Source: an optimization exercise on an open RTL-to-GDS flow (aim: small area and a short achievable clock period). Production flows keep margins and buffers that such runs may drop. The RTL of this run was laid out without a check of its function. Power is estimated from default activity; no workload was simulated.

==> design/flow/design.v <==
module adder_1bit ( 
    input  a,
    input  b,
    input  cin,
    output sum,
    output cout
);
    assign sum  = a ^ b ^ cin;
    assign cout = (a & b) | (b & cin) | (a & cin);
endmodule
module adder_8bit (
    input  [7:0] a,
    input  [7:0] b,
    output [8:0] sum
);
    wire c1, c2, c3, c4, c5, c6, c7;
    adder_1bit fa0 (.a(a[0]), .b(b[0]), .cin(1'b0),   .sum(sum[0]), .cout(c1));
    adder_1bit fa1 (.a(a[1]), .b(b[1]), .cin(c1),     .sum(sum[1]), .cout(c2));
    adder_1bit fa2 (.a(a[2]), .b(b[2]), .cin(c2),     .sum(sum[2]), .cout(c3));
    adder_1bit fa3 (.a(a[3]), .b(b[3]), .cin(c3),     .sum(sum[3]), .cout(c4));
    adder_1bit fa4 (.a(a[4]), .b(b[4]), .cin(c4),     .sum(sum[4]), .cout(c5));
    adder_1bit fa5 (.a(a[5]), .b(b[5]), .cin(c5),     .sum(sum[5]), .cout(c6));
    adder_1bit fa6 (.a(a[6]), .b(b[6]), .cin(c6),     .sum(sum[6]), .cout(c7));
    adder_1bit fa7 (.a(a[7]), .b(b[7]), .cin(c7),     .sum(sum[7]), .cout(sum[8]));
endmodule
module adder_9bit (
    input  [8:0] a,
    input  [8:0] b,
    output [9:0] sum
);
    wire c1, c2, c3, c4, c5, c6, c7, c8;
    adder_1bit fa0 (.a(a[0]), .b(b[0]), .cin(1'b0),   .sum(sum[0]), .cout(c1));
    adder_1bit fa1 (.a(a[1]), .b(b[1]), .cin(c1),     .sum(sum[1]), .cout(c2));
    adder_1bit fa2 (.a(a[2]), .b(b[2]), .cin(c2),     .sum(sum[2]), .cout(c3));
    adder_1bit fa3 (.a(a[3]), .b(b[3]), .cin(c3),     .sum(sum[3]), .cout(c4));
    adder_1bit fa4 (.a(a[4]), .b(b[4]), .cin(c4),     .sum(sum[4]), .cout(c5));
    adder_1bit fa5 (.a(a[5]), .b(b[5]), .cin(c5),     .sum(sum[5]), .cout(c6));
    adder_1bit fa6 (.a(a[6]), .b(b[6]), .cin(c6),     .sum(sum[6]), .cout(c7));
    adder_1bit fa7 (.a(a[7]), .b(b[7]), .cin(c7),     .sum(sum[7]), .cout(c8));
    adder_1bit fa8 (.a(a[8]), .b(b[8]), .cin(c8),     .sum(sum[8]), .cout(sum[9]));
endmodule
module adder_10bit ( 
	input  [9:0] a,
    input  [9:0] b,
    output [10:0] sum
);
    wire c1, c2, c3, c4, c5, c6, c7, c8, c9;
    adder_1bit fa0 (.a(a[0]), .b(b[0]), .cin(1'b0),   .sum(sum[0]), .cout(c1));
    adder_1bit fa1 (.a(a[1]), .b(b[1]), .cin(c1),     .sum(sum[1]), .cout(c2));
    adder_1bit fa2 (.a(a[2]), .b(b[2]), .cin(c2),     .sum(sum[2]), .cout(c3));
    adder_1bit fa3 (.a(a[3]), .b(b[3]), .cin(c3),     .sum(sum[3]), .cout(c4));
    adder_1bit fa4 (.a(a[4]), .b(b[4]), .cin(c4),     .sum(sum[4]), .cout(c5));
    adder_1bit fa5 (.a(a[5]), .b(b[5]), .cin(c5),     .sum(sum[5]), .cout(c6));
    adder_1bit fa6 (.a(a[6]), .b(b[6]), .cin(c6),     .sum(sum[6]), .cout(c7));
    adder_1bit fa7 (.a(a[7]), .b(b[7]), .cin(c7),     .sum(sum[7]), .cout(c8));
    adder_1bit fa8 (.a(a[8]), .b(b[8]), .cin(c8),     .sum(sum[8]), .cout(c9));
    adder_1bit fa9 (.a(a[9]), .b(b[9]), .cin(c9),     .sum(sum[9]), .cout(sum[10]));
endmodule
module adder_11bit (
    input  [10:0] a,
    input  [10:0] b,
    output [11:0] sum
);
    wire c1, c2, c3, c4, c5, c6, c7, c8, c9, c10;
    adder_1bit fa0  (.a(a[0]),  .b(b[0]),  .cin(1'b0),   .sum(sum[0]),  .cout(c1));
    adder_1bit fa1  (.a(a[1]),  .b(b[1]),  .cin(c1),     .sum(sum[1]),  .cout(c2));
    adder_1bit fa2  (.a(a[2]),  .b(b[2]),  .cin(c2),     .sum(sum[2]),  .cout(c3));
    adder_1bit fa3  (.a(a[3]),  .b(b[3]),  .cin(c3),     .sum(sum[3]),  .cout(c4));
    adder_1bit fa4  (.a(a[4]),  .b(b[4]),  .cin(c4),     .sum(sum[4]),  .cout(c5));
    adder_1bit fa5  (.a(a[5]),  .b(b[5]),  .cin(c5),     .sum(sum[5]),  .cout(c6));
    adder_1bit fa6  (.a(a[6]),  .b(b[6]),  .cin(c6),     .sum(sum[6]),  .cout(c7));
    adder_1bit fa7  (.a(a[7]),  .b(b[7]),  .cin(c7),     .sum(sum[7]),  .cout(c8));
    adder_1bit fa8  (.a(a[8]),  .b(b[8]),  .cin(c8),     .sum(sum[8]),  .cout(c9));
    adder_1bit fa9  (.a(a[9]),  .b(b[9]),  .cin(c9),     .sum(sum[9]),  .cout(c10));
    adder_1bit fa10 (.a(a[10]), .b(b[10]), .cin(c10),    .sum(sum[10]), .cout(sum[11]));
endmodule
module array_adder_tree (
    input             clk,
    input             rst_n,
    input      [7:0]  bank0, bank1, bank2, bank3,
                      bank4, bank5, bank6, bank7,
                      bank8, bank9, bank10, bank11,
                      bank12, bank13, bank14, bank15,
    output reg [11:0] sum
);
    wire [8:0] s1_0, s1_1, s1_2, s1_3, s1_4, s1_5, s1_6, s1_7;
    adder_8bit l1_0 (.a(bank0),  .b(bank1),  .sum(s1_0));
    adder_8bit l1_1 (.a(bank2),  .b(bank3),  .sum(s1_1));
    adder_8bit l1_2 (.a(bank4),  .b(bank5),  .sum(s1_2));
    adder_8bit l1_3 (.a(bank6),  .b(bank7),  .sum(s1_3));
    adder_8bit l1_4 (.a(bank8),  .b(bank9),  .sum(s1_4));
    adder_8bit l1_5 (.a(bank10), .b(bank11), .sum(s1_5));
    adder_8bit l1_6 (.a(bank12), .b(bank13), .sum(s1_6));
    adder_8bit l1_7 (.a(bank14), .b(bank15), .sum(s1_7));
    wire [9:0] s2_0, s2_1, s2_2, s2_3;
    adder_9bit l2_0 (.a(s1_0), .b(s1_1), .sum(s2_0));
    adder_9bit l2_1 (.a(s1_2), .b(s1_3), .sum(s2_1));
    adder_9bit l2_2 (.a(s1_4), .b(s1_5), .sum(s2_2));
    adder_9bit l2_3 (.a(s1_6), .b(s1_7), .sum(s2_3));
    wire [10:0] s3_0, s3_1;
    adder_10bit l3_0 (.a(s2_0), .b(s2_1), .sum(s3_0));
    adder_10bit l3_1 (.a(s2_2), .b(s2_3), .sum(s3_1));
    wire [11:0] s4;
    adder_11bit l4_0 (.a(s3_0), .b(s3_1), .sum(s4));
    always @(posedge clk or negedge rst_n) begin
        if (!rst_n) begin
            sum <= 12'd0;
        end else begin
            sum <= s4;
        end
    end
endmodule
module sync_to_negedge (
    input             clk_inv,
    input             rst_n,
    input             mac_en,
    input      [7:0]  col_mux,
    input      [15:0] data_in,
    input      [7:0]  bank0,  bank1,  bank2,  bank3,
                      bank4,  bank5,  bank6,  bank7,
                      bank8,  bank9,  bank10, bank11,
                      bank12, bank13, bank14, bank15,
    output reg        mac_en_neg,
    output reg [15:0] data_in_neg,
    output reg [7:0]  col_mux_neg,
    output reg [7:0]  bank0_neg,  bank1_neg,  bank2_neg,  bank3_neg,
                      bank4_neg,  bank5_neg,  bank6_neg,  bank7_neg,
                      bank8_neg,  bank9_neg,  bank10_neg, bank11_neg,
                      bank12_neg, bank13_neg, bank14_neg, bank15_neg
);
    always @(posedge clk_inv or negedge rst_n) begin
        if (!rst_n) begin
            mac_en_neg  <= 1'b1;
            data_in_neg <= 16'b0000_0000_0000_0000;
            col_mux_neg <= 8'b0000_0000;
            bank0_neg   <= 8'b0000_0000;
            bank1_neg   <= 8'b0000_0000;
            bank2_neg   <= 8'b0000_0000;
            bank3_neg   <= 8'b0000_0000;
            bank4_neg   <= 8'b0000_0000;
            bank5_neg   <= 8'b0000_0000;
            bank6_neg   <= 8'b0000_0000;
            bank7_neg   <= 8'b0000_0000;
            bank8_neg   <= 8'b0000_0000;
            bank9_neg   <= 8'b0000_0000;
            bank10_neg  <= 8'b0000_0000;
            bank11_neg  <= 8'b0000_0000;
            bank12_neg  <= 8'b0000_0000;
            bank13_neg  <= 8'b0000_0000;
            bank14_neg  <= 8'b0000_0000;
            bank15_neg  <= 8'b0000_0000;
        end
        else begin
            mac_en_neg  <= mac_en;
            data_in_neg <= data_in;
            col_mux_neg <= col_mux;
            bank0_neg   <= bank0;
            bank1_neg   <= bank1;
            bank2_neg   <= bank2;
            bank3_neg   <= bank3;
            bank4_neg   <= bank4;
            bank5_neg   <= bank5;
            bank6_neg   <= bank6;
            bank7_neg   <= bank7;
            bank8_neg   <= bank8;
            bank9_neg   <= bank9;
            bank10_neg  <= bank10;
            bank11_neg  <= bank11;
            bank12_neg  <= bank12;
            bank13_neg  <= bank13;
            bank14_neg  <= bank14;
            bank15_neg  <= bank15;
        end
    end
endmodule
module array_logic ( 
    input         clk_inv,
    input         rst_n,
    input         mac_en,
    input  [7:0]  col_mux,
    input  [15:0] data_in,
    input  [7:0]  bank0,  bank1,  bank2,  bank3,
                  bank4,  bank5,  bank6,  bank7,
                  bank8,  bank9,  bank10, bank11,
                  bank12, bank13, bank14, bank15,
    output [7:0]  add0,  add1,  add2,  add3,
                  add4,  add5,  add6,  add7,
                  add8,  add9,  add10, add11,
                  add12, add13, add14, add15
);	
    wire        mac_en_neg;
    wire [7:0]  col_mux_neg;
    wire [15:0] data_in_neg;
    wire [7:0]  bank0_neg;
    wire [7:0]  bank1_neg;
    wire [7:0]  bank2_neg;
    wire [7:0]  bank3_neg;
    wire [7:0]  bank4_neg;
    wire [7:0]  bank5_neg;
    wire [7:0]  bank6_neg;
    wire [7:0]  bank7_neg;
    wire [7:0]  bank8_neg;
    wire [7:0]  bank9_neg;
    wire [7:0]  bank10_neg;
    wire [7:0]  bank11_neg;
    wire [7:0]  bank12_neg;
    wire [7:0]  bank13_neg;
    wire [7:0]  bank14_neg;
    wire [7:0]  bank15_neg;
    sync_to_negedge u_sync (
    .clk_inv       (clk_inv),          
    .rst_n         (rst_n),            
    .mac_en        (mac_en),           
    .col_mux       (col_mux),          
    .data_in       (data_in),         
    .bank0         (bank0),
    .bank1         (bank1),
    .bank2         (bank2),
    .bank3         (bank3),
    .bank4         (bank4),
    .bank5         (bank5),
    .bank6         (bank6),
    .bank7         (bank7),
    .bank8         (bank8),
    .bank9         (bank9),
    .bank10        (bank10),
    .bank11        (bank11),
    .bank12        (bank12),
    .bank13        (bank13),
    .bank14        (bank14),
    .bank15        (bank15),
    .mac_en_neg    (mac_en_neg),       
    .col_mux_neg   (col_mux_neg),      
    .data_in_neg   (data_in_neg),      
    .bank0_neg     (bank0_neg),
    .bank1_neg     (bank1_neg),
    .bank2_neg     (bank2_neg),
    .bank3_neg     (bank3_neg),
    .bank4_neg     (bank4_neg),
    .bank5_neg     (bank5_neg),
    .bank6_neg     (bank6_neg),
    .bank7_neg     (bank7_neg),
    .bank8_neg     (bank8_neg),
    .bank9_neg     (bank9_neg),
    .bank10_neg    (bank10_neg),
    .bank11_neg    (bank11_neg),
    .bank12_neg    (bank12_neg),
    .bank13_neg    (bank13_neg),
    .bank14_neg    (bank14_neg),
    .bank15_neg    (bank15_neg)
);
    wire [15:0] match;
    assign match[0]  = |(bank0_neg  & col_mux_neg);
    assign match[1]  = |(bank1_neg  & col_mux_neg);
    assign match[2]  = |(bank2_neg  & col_mux_neg);
    assign match[3]  = |(bank3_neg  & col_mux_neg);
    assign match[4]  = |(bank4_neg  & col_mux_neg);
    assign match[5]  = |(bank5_neg  & col_mux_neg);
    assign match[6]  = |(bank6_neg  & col_mux_neg);
    assign match[7]  = |(bank7_neg  & col_mux_neg);
    assign match[8]  = |(bank8_neg  & col_mux_neg);
    assign match[9]  = |(bank9_neg  & col_mux_neg);
    assign match[10] = |(bank10_neg & col_mux_neg);
    assign match[11] = |(bank11_neg & col_mux_neg);
    assign match[12] = |(bank12_neg & col_mux_neg);
    assign match[13] = |(bank13_neg & col_mux_neg);
    assign match[14] = |(bank14_neg & col_mux_neg);
    assign match[15] = |(bank15_neg & col_mux_neg);
    assign add0  = mac_en_neg ? (bank0_neg  & {8{data_in_neg[0]}})  : {7'd0,{match[0]}};
    assign add1  = mac_en_neg ? (bank1_neg  & {8{data_in_neg[1]}})  : {7'd0,{match[1]}};
    assign add2  = mac_en_neg ? (bank2_neg  & {8{data_in_neg[2]}})  : {7'd0,{match[2]}};
    assign add3  = mac_en_neg ? (bank3_neg  & {8{data_in_neg[3]}})  : {7'd0,{match[3]}};
    assign add4  = mac_en_neg ? (bank4_neg  & {8{data_in_neg[4]}})  : {7'd0,{match[4]}};
    assign add5  = mac_en_neg ? (bank5_neg  & {8{data_in_neg[5]}})  : {7'd0,{match[5]}};
    assign add6  = mac_en_neg ? (bank6_neg  & {8{data_in_neg[6]}})  : {7'd0,{match[6]}};
    assign add7  = mac_en_neg ? (bank7_neg  & {8{data_in_neg[7]}})  : {7'd0,{match[7]}};
    assign add8  = mac_en_neg ? (bank8_neg  & {8{data_in_neg[8]}})  : {7'd0,{match[8]}};
    assign add9  = mac_en_neg ? (bank9_neg  & {8{data_in_neg[9]}})  : {7'd0,{match[9]}};
    assign add10 = mac_en_neg ? (bank10_neg & {8{data_in_neg[10]}}) : {7'd0,{match[10]}};
    assign add11 = mac_en_neg ? (bank11_neg & {8{data_in_neg[11]}}) : {7'd0,{match[11]}};
    assign add12 = mac_en_neg ? (bank12_neg & {8{data_in_neg[12]}}) : {7'd0,{match[12]}};
    assign add13 = mac_en_neg ? (bank13_neg & {8{data_in_neg[13]}}) : {7'd0,{match[13]}};
    assign add14 = mac_en_neg ? (bank14_neg & {8{data_in_neg[14]}}) : {7'd0,{match[14]}};
    assign add15 = mac_en_neg ? (bank15_neg & {8{data_in_neg[15]}}) : {7'd0,{match[15]}};
endmodule
module cim_mac_tree (
    input         clk,
    input         rst_n,
    input         mac_en,
    input  [7:0]  col_mux,
    input  [15:0] data_in,
    input  [7:0]  bank0,  bank1,  bank2,  bank3,
                  bank4,  bank5,  bank6,  bank7,
                  bank8,  bank9,  bank10, bank11,
                  bank12, bank13, bank14, bank15,
    output [11:0] sum
);
    wire [7:0] add0,  add1,  add2,  add3,
               add4,  add5,  add6,  add7,
               add8,  add9,  add10, add11,
               add12, add13, add14, add15;
    array_logic u_logic (
        .clk_inv (clk),
        .rst_n   (rst_n),
        .mac_en  (mac_en),
        .col_mux (col_mux),
        .data_in (data_in),
        .bank0 (bank0),   .bank1 (bank1),   .bank2 (bank2),   .bank3 (bank3),
        .bank4 (bank4),   .bank5 (bank5),   .bank6 (bank6),   .bank7 (bank7),
        .bank8 (bank8),   .bank9 (bank9),   .bank10(bank10),  .bank11(bank11),
        .bank12(bank12),  .bank13(bank13),  .bank14(bank14),  .bank15(bank15),
        .add0 (add0),   .add1 (add1),   .add2 (add2),   .add3 (add3),
        .add4 (add4),   .add5 (add5),   .add6 (add6),   .add7 (add7),
        .add8 (add8),   .add9 (add9),   .add10(add10),  .add11(add11),
        .add12(add12),  .add13(add13),  .add14(add14),  .add15(add15)
    );
    array_adder_tree u_tree (
        .clk   (clk),
        .rst_n (rst_n),
        .bank0 (add0),   .bank1 (add1),   .bank2 (add2),   .bank3 (add3),
        .bank4 (add4),   .bank5 (add5),   .bank6 (add6),   .bank7 (add7),
        .bank8 (add8),   .bank9 (add9),   .bank10(add10),  .bank11(add11),
        .bank12(add12),  .bank13(add13),  .bank14(add14),  .bank15(add15),
        .sum   (sum)
    );
endmodule
==> design/flow/run.sh <==
#!/bin/bash
# synth_recipe.tcl (not shown) runs the flow's synth.tcl, then flattens the netlist and writes it again
# the make line also repeats each setting of config.mk as NAME=value (left out here)
make -C /OpenROAD-flow-scripts/flow DESIGN_CONFIG=/design/flow/config.mk WORK_HOME=/design/flow/orfs CLKGATE_MAP_FILE= SYNTH_SCRIPT=/design/flow/synth_recipe.tcl finish
==> design/flow/config.mk <==
export PLATFORM = sky130hd
export DESIGN_NAME = cim_mac_tree
export DESIGN_NICKNAME = cim_mac_tree
export VERILOG_FILES = /design/flow/design.v
export SDC_FILE = /design/flow/constraint.sdc
export NUM_CORES = 4
export LEC_CHECK = 0
export CAP_MARGIN = 20
export CORE_MARGIN = 2
export CORE_UTILIZATION = 40
export SLEW_MARGIN = 20
==> design/flow/constraint.sdc <==
create_clock -name core_clock -period 8.0 [get_ports {clk}]
set_input_delay 1.6000 -clock core_clock [delete_from_list [all_inputs] [get_ports {clk}]]
set_output_delay 1.6000 -clock core_clock [all_outputs]
set_load 0.01 [all_outputs]
==> summary.md <==
| Metric | Value |
|---|---|
| Status | complete, no violations |
| Part of the cycle the worst path needs | 95.5% |
| Hold Slack | 1.10 ns |
| CP peak stage delay | 0.96 ns |
| Combinational family with the most area after synthesis | adder cells |
| XOR/XNOR share of the synthesized area | 0% |
| Routed WL per cell | 19.2 um |
| Worst skew pair latency | 0.42 ns |
| Reg2reg setup slack | 0.36 ns |
| DRT Wirelength | 20800 um |
| Fin Setup TNS | 0 ns |
| Layout Cells excl Fill | 1085 |
| Clock skew | 0.00915 ns |
| Layout net count | 1083 |
| CTS root buffer | clkbuf_16 |
| Pins Over Slew Limit | 0 |
| Synth cell types | 19 |
| CTS buffer count | 17 |
| Input/output buffers | 166 |
| CP max stage cell | dfrtp_1 |
| Worst-Margin Slew | 0.972 ns |
| Vias in the first global route | 5968 |
| Post-Synth Adder-Cell Area | 29.6% |
| Flops & latches, synth | 165 |
| Remaining antenna violation count | 0 |
| DP Area | 10300 sq um |
| Max transition margin | 34.9% |
| Multiplexer area fraction after synthesis | 0% |
| Largest reg by FF count | u_logic.u_sync.data_in_neg |
| Fill count | 1805 |
| GRT overflow | 0 |
| Vias per cell | 5.00 |
| Max_cap viols | 0 |
| CP Depth | 21 |
| Post-cts sizing count | 0 |
| LEAKAGE | 4.94 nW |
| DPL Wire Length | 16400 um |
| Peak supply drop | 0.170 mV |
| Antenna cells | 0 |
| Largest area contributor in the netlist | dfrtp_1 |
| Crit path buf inv count | 4 |
| Critical path peak fanout | 16 |
| Length of the first detailed-routing pass in iterations | 5 |
| Multi-input logic area | 3820 sq um |
| Final hold violation count | 0 |
| Worst-path cell chain | a222oi_1 > and3_1 > o21ai_0 > ha_1 > inv_1 > fa_1 > fa_1 > fa_1 > fa_1 > fa_1 > fa_1 > fa_1 > fa_1 > inv_1 > fa_1 > fa_1 > fa_1 > inv_1 > fa_1 > inv_1 > fa_1 |
| Global-route wire length before repair | 32300 um |
| Register area | 4130 sq um |
| H-tree depth | 4 |
| Post-CTS setup buffers | 0 |
| Compound-gate portion of the synthesized area | 6.61% |
| Vias | 5428 |
| Share of the synthesized area in the top cell type | 48.4% |
| R2r endpoint | u_tree.sum[10]$_DFF_PN0_ |
| Top flop regs | u_logic.u_sync.data_in_neg: 16 flops, u_tree.sum: 12 flops |
| Clock Pin Slew Worst Setup and Hold Paths | 0.07 ns |
| Initial Util | 40.6% |
| Full die area | 22400 sq um |
| CP delay by family, top | adder cells |
| Sequential element share of the synthesized area | 48.7% |
| Die W | 150 um |
| Critical hold path startpoint | u_logic.u_sync.bank3_neg[0]$_DFF_PN0_ |
| Initial antenna violation count | 0 |
| Worst EP required | 8.30 ns |
| Share of layout cells above drive strength 1 | 4.69% |
| Core Region | 20900 sq um |
| Hold path depth | 6 |
| Final min period | 7.64 ns |
| Reg2Reg Launch Point | u_logic.u_sync.col_mux_neg[6]$_DFF_PN0_ |
| Initial DRC count | 455 |
| Synth warnings | 2 |
| R2R depth | 21 |
| Post-Place Cells | 1053 |
| Global placement routability congestion | 0.851 |
| RSZ-0062 raised after global routing | no |
| Syn nets | 921 |
| Final Instance Area | 10900 sq um |
| Clock buffer depth | 2 |
| Setup crit end kind | flip-flop |
| Critical setup path kind | reg -> reg |
| Syn_area_per_cell | 13.4 sq um |
| TritonCTS clock tree | yes |
| WHS Endpoint | u_tree.sum[0]$_DFF_PN0_ |
| Crit path launch type | flip-flop |
| Drt drc | 0 |
| Max reg flops | 16 |
| Synth area leaders | dfrtp_1 48%, fa_1 27%, and3_1 4.7%, inv_1 3.8%, a22oi_1 2.8% |
| Mapped cell area | 8480 sq um |
| Final setup violation count | 0 |
| Hold Path Class | reg -> reg |
| Cell Rows | 53 |
| Clock tree sinks | 165 |
| Largest net degree at the start of global routing | 86 |
| Most common cell on crit path | fa_1 |
| Post-Synth Simple-Gate Area | 8.83% |
| Overall Global Routing Usage | 19.7% |
| Pwr dens | 262 nW/um^2 |
| Die Ht | 150 um |
| Syn-to-layout area delta | 28.8% |
| Num ports | 167 |
| Worst Path Arrival | 7.94 ns |
| Max Clk Rate | 131 MHz |
| CTS Hold Bufs | 0 |
| Mapped Cells | 635 |
[cells in the final DEF, fill, tap and decap left out, types with 5 or more instances in the layout]
| cell type | instances |
|---|---|
| inv_1 | 87 |
| a22oi_1 | 32 |
| fa_1 | 116 |
| clkbuf_16 | 17 |
| a222oi_1 | 16 |
| inv_6 | 5 |
| ha_1 | 15 |
| o21ai_0 | 17 |
| dfrtp_1 | 164 |
| and3_1 | 64 |
| o21ai_1 | 15 |
| clkdlybuf4s50_1 | 165 |
| nand2_1 | 64 |
| and2_1 | 16 |
[routing by layer]
| layer | global-route usage [%] | routed length, um |
|---|---|---|
| met5 | 0 | 0 |
| met4 | 6.19 | 383 |
| met3 | 4.09 | 1480 |
| met2 | 31.0 | 10100 |
| met1 | 27.7 | 8860 |
[synthesized netlist by cell type]
cell type	number
inv_1	87
buf_4	6
dfrtp_1	164
o21ai_0	17
fa_1	116
and2_1	16
and3_1	64
o21ai_1	15
ha_1	15
clkbuf_1	2
nand2_1	64
buf_6	8
clkbuf_8	1
buf_2	4
dfstp_2	1
nor2b_2	1
a222oi_1	16
clkbuf_2	6
a22oi_1	32
[worst reg2reg max path, stage by stage, from the launching register on]
cell and delay [ns]:
dfrtp_1 0.96, a222oi_1 0.27, and3_1 0.21, o21ai_0 0.18, ha_1 0.18, inv_1 0.05, fa_1 0.38, fa_1 0.40
fa_1 0.39, fa_1 0.41, fa_1 0.39, fa_1 0.42, fa_1 0.50, fa_1 0.52, inv_1 0.05, fa_1 0.43
fa_1 0.40, fa_1 0.49, inv_1 0.05, fa_1 0.38, inv_1 0.07, fa_1 0.40
[report_power, final]
part | internal, mW | switching [mW]
Clock | 0.505 | 0.347
Combinational | 0.487 | 0.553
Sequential | 0.924 | 0.0519
[worst max path at each step]
stage	slack [ns]	from	endpoint
floorplan	1.10	u_logic.u_sync.col_mux_neg[2]$_DFF_PN0_	u_tree.sum[10]$_DFF_PN0_
global placement	0.55	u_logic.u_sync.mac_en_neg$_DFF_PN1_	u_tree.sum[10]$_DFF_PN0_
detailed placement	0.35	u_logic.u_sync.mac_en_neg$_DFF_PN1_	u_tree.sum[10]$_DFF_PN0_
CTS	0.35	u_logic.u_sync.mac_en_neg$_DFF_PN1_	u_tree.sum[10]$_DFF_PN0_
global route	0.009	u_logic.u_sync.mac_en_neg$_DFF_PN1_	u_tree.sum[10]$_DFF_PN0_
finish	0.36	u_logic.u_sync.col_mux_neg[6]$_DFF_PN0_	u_tree.sum[10]$_DFF_PN0_
[final cells by class]
cell class              instances  area share, %
well taps                     275           3.15
clock inverters                13           1.56
inverters                      87           2.99
multi-input cells             356           34.9
repair buffers                170           15.5
clock buffers                  19           4.05
flip-flops and latches        165           37.8
[cells by family after synthesis]
family          count (synthesis)
compound gates                 80
fa+ha+maj                     131
buf+inv                       114
flops                         165
simple gates                  145
[through the flow]
stage	utilization, %	worst slack (ns)	power, mW
floorplan	-	1.10	1.56
global placement	49.4	0.546	2.02
detailed placement	49.4	0.353	2.04
CTS	52.3	0.349	2.89
global route	52.3	0.00946	3.06
finish	52.3	0.356	2.87

[port drivers added, routing unchanged]
In the flow no input, the clock included, has a driving cell. The finished layout below was timed again as built, in two steps. Step 1, drivers: a clkbuf_16 drives clk and a buf_2 each remaining input, both assumed. Step 2 also shifts input and output timing later by t, the mid clock arrival at the registers, as if the neighbouring blocks saw the same clock. Slacks: ideal / step 1 / step 2; pairs: ideal / step 1.
shift t [ns]: 0.460
slack for setup (ns): 0.356 / 0.356 / 0.356
clock arrival spread, ns: 0.009 / 0.009
pins driven straight from the clock port: 1
After both steps this run still meets setup and hold. The setup slack of this run moves by 0.000 ns with the drivers and by 0.000 ns with both steps.
